Background: an optimization exercise with open tools, aiming at small area, a short achievable clock period and few clock cycles. Do not read the settings as production practice.
RTL that was checked went through simulation tests only; none was proved equivalent to the original.

## posit_top
module posit_top#(
  parameter posit_width = 16,  
  parameter es = 1  
)(
  input clk,
  input reset,
  input start,
  input [1:0] opcode,  
  input [posit_width - 1 : 0] a, b,
  output reg done,
  output zero,
  output [posit_width - 1 : 0] result
);
Size in the first run: about 4,200 cells after synthesis, ~55 I/O pins, roughly 0.020 mm^2 of cells after synthesis.
Settings: LEC_CHECK=0, ABC_AREA=1, CAP_MARGIN=20, CORE_MARGIN=2, CORE_UTILIZATION=55, SETUP_SLACK_MARGIN=1.25, SLEW_MARGIN=20, TNS_END_PERCENT=0; clock period 10.5 ns.
standard.sh (not shown) runs the stock make flow with config.mk's settings and CLKGATE_MAP_FILE= SYNTH_SCRIPT=/design/flow/synth_recipe.tcl, a recipe that flattens the netlist after the stock synthesis.
==> flow/flow/run.sh <==
#!/bin/bash
# Layout flow: the standard layout (standard.sh), with one synthesis
# setting changed: ADDER_MAP_FILE is left empty, so Yosys does not extract
# full/half adders into sky130 fa/ha cells and ABC maps the arithmetic into
# ordinary gates (faster carry paths). Everything else, including the
# registers the synthesis makes, is the standard flow's.
set -euo pipefail
cd "$(dirname "$0")/.."
sed 's/CLKGATE_MAP_FILE= /CLKGATE_MAP_FILE= ADDER_MAP_FILE= /' standard.sh > standard_noadder.sh
grep -q 'ADDER_MAP_FILE= ' standard_noadder.sh
bash standard_noadder.sh > flow_orfs.log 2>&1 || { tail -50 flow_orfs.log; exit 1; }
test -f out/final.def
The baseline completed without violations.
Testbench counts at the start, summed over its fixed seeds: cycles 46,265.
==> next run, changes <==
==> flow/flow/run.sh (replaced) <==
#!/bin/bash
# Layout flow: the standard layout (standard.sh) with two settings
# changed on its make command line:
#  - ADDER_MAP_FILE is left empty, so Yosys does not extract full/half adders
#    into sky130 fa/ha cells and ABC maps the arithmetic into ordinary gates
#    (faster carry paths);
#  - BUFFER_PORTS_ARGS makes the port buffers (every input and output port
#    still gets one) sky130_fd_sc_hd__buf_4 cells instead of the default
#    delay cells.
# Everything else, including the registers the synthesis makes, is the
# standard flow's. The ORFS output goes to flow_orfs.log.
set -euo pipefail
cd "$(dirname "$0")/.."
sed "s/CLKGATE_MAP_FILE= /CLKGATE_MAP_FILE= ADDER_MAP_FILE= 'BUFFER_PORTS_ARGS=-buffer_cell sky130_fd_sc_hd__buf_4' /" standard.sh > standard_own.sh
grep -q 'ADDER_MAP_FILE= ' standard_own.sh
bash standard_own.sh > flow_orfs.log 2>&1 || { tail -50 flow_orfs.log; exit 1; }
test -f out/final.def
--- a/flow/config.mk
+++ b/flow/config.mk
@@ -11,3 +11,3 @@
 export CORE_UTILIZATION = 55
-export SETUP_SLACK_MARGIN = 1.25
+export SETUP_SLACK_MARGIN = 2.0
 export SLEW_MARGIN = 20
Routed wire length grows by a few percent.
Cell area grows by a few percent.
Worst setup slack gains 0.79 ns.
Core utilization grows by 2.9 points.
Die area is unchanged.
Maximum frequency grows by roughly a tenth.

---

## alpha
posit_top, a different RTL version from the one above (not shown whole).
For scale: ~5100 cells after synthesis, ~58 flip-flops, ~24000 um^2 of cells after synthesis.
==> flow/design.v (excerpt) <==
module posit_top#(
  parameter posit_width = 16,  
  parameter es = 1  
)(
  input clk,
  input reset,
  input start,
  input [1:0] opcode,  
  input [posit_width - 1 : 0] a, b,
  output reg done,
  output reg zero,
  output reg [posit_width - 1 : 0] result
);
clock: 10.5 ns
lec_check: 0
abc_area: 1
cap_margin: 20
core_margin: 2
core_utilization: 40
setup_slack_margin: 2
slew_margin: 20
==> flow/flow/run.sh <==
#!/bin/bash
# Layout flow: the standard layout (standard.sh), with one synthesis
# setting changed: ADDER_MAP_FILE is left empty, so Yosys does not extract
# full/half adders into sky130 fa/ha cells and ABC maps the arithmetic into
# ordinary gates (faster carry paths). Everything else, including the
# registers the synthesis makes, is the standard flow's.
set -euo pipefail
cd "$(dirname "$0")/.."
sed 's/CLKGATE_MAP_FILE= /CLKGATE_MAP_FILE= ADDER_MAP_FILE= /' standard.sh > standard_noadder.sh
grep -q 'ADDER_MAP_FILE= ' standard_noadder.sh
bash standard_noadder.sh > flow_orfs.log 2>&1 || { tail -50 flow_orfs.log; exit 1; }
test -f out/final.def
Input-level comparison between beta and alpha:
- clearing SETUP_SLACK_MARGIN, which used to be 2
Results
beta: flow completed, timing, DRC and antenna clean
beta gives less global-route usage than alpha did.
No run of this note included a check of the RTL's function; only the layout flow was run.

==> port drivers added, routing unchanged <==
No port has a modelled driver above. Below, the same layouts with a new extraction and two added sets of constraints.
Step 1 sets driving cells, clkbuf_16 on the clock port and buf_2 on the other inputs (assumed; they add their load-dependent delay and slew).
Step 2, shift: input delay + t, output delay - t, t = (earliest + latest rising clock arrival at the registers) / 2. This alone moves slack from input paths to output paths.
Three values: ideal, step 1, step 2; two values: the first two.
run | t (ns) | setup WS [ns] | clock arrival spread, ns | worst slew at a driven data input, ns | pins driven straight from the clock port
the first run of note 1 | 0.396 | 1.646 / 1.680 / 1.284 | 0.013 / 0.013 | 0.04 | 1
the second run of note 1 | 0.393 | 2.436 / 2.436 / 2.153 | 0.013 / 0.013 | 0.06 | 1
alpha | 0.424 | 1.368 / 1.398 / 0.974 | 0.015 / 0.014 | 0.04 | 1
beta | 0.424 | 0.550 / 0.579 / 0.155 | 0.016 / 0.017 | 0.04 | 1
After both steps every run listed still meets setup and hold. The setup slack of beta, which loses most, moves by +0.029 ns with the drivers and by -0.395 ns with both steps.
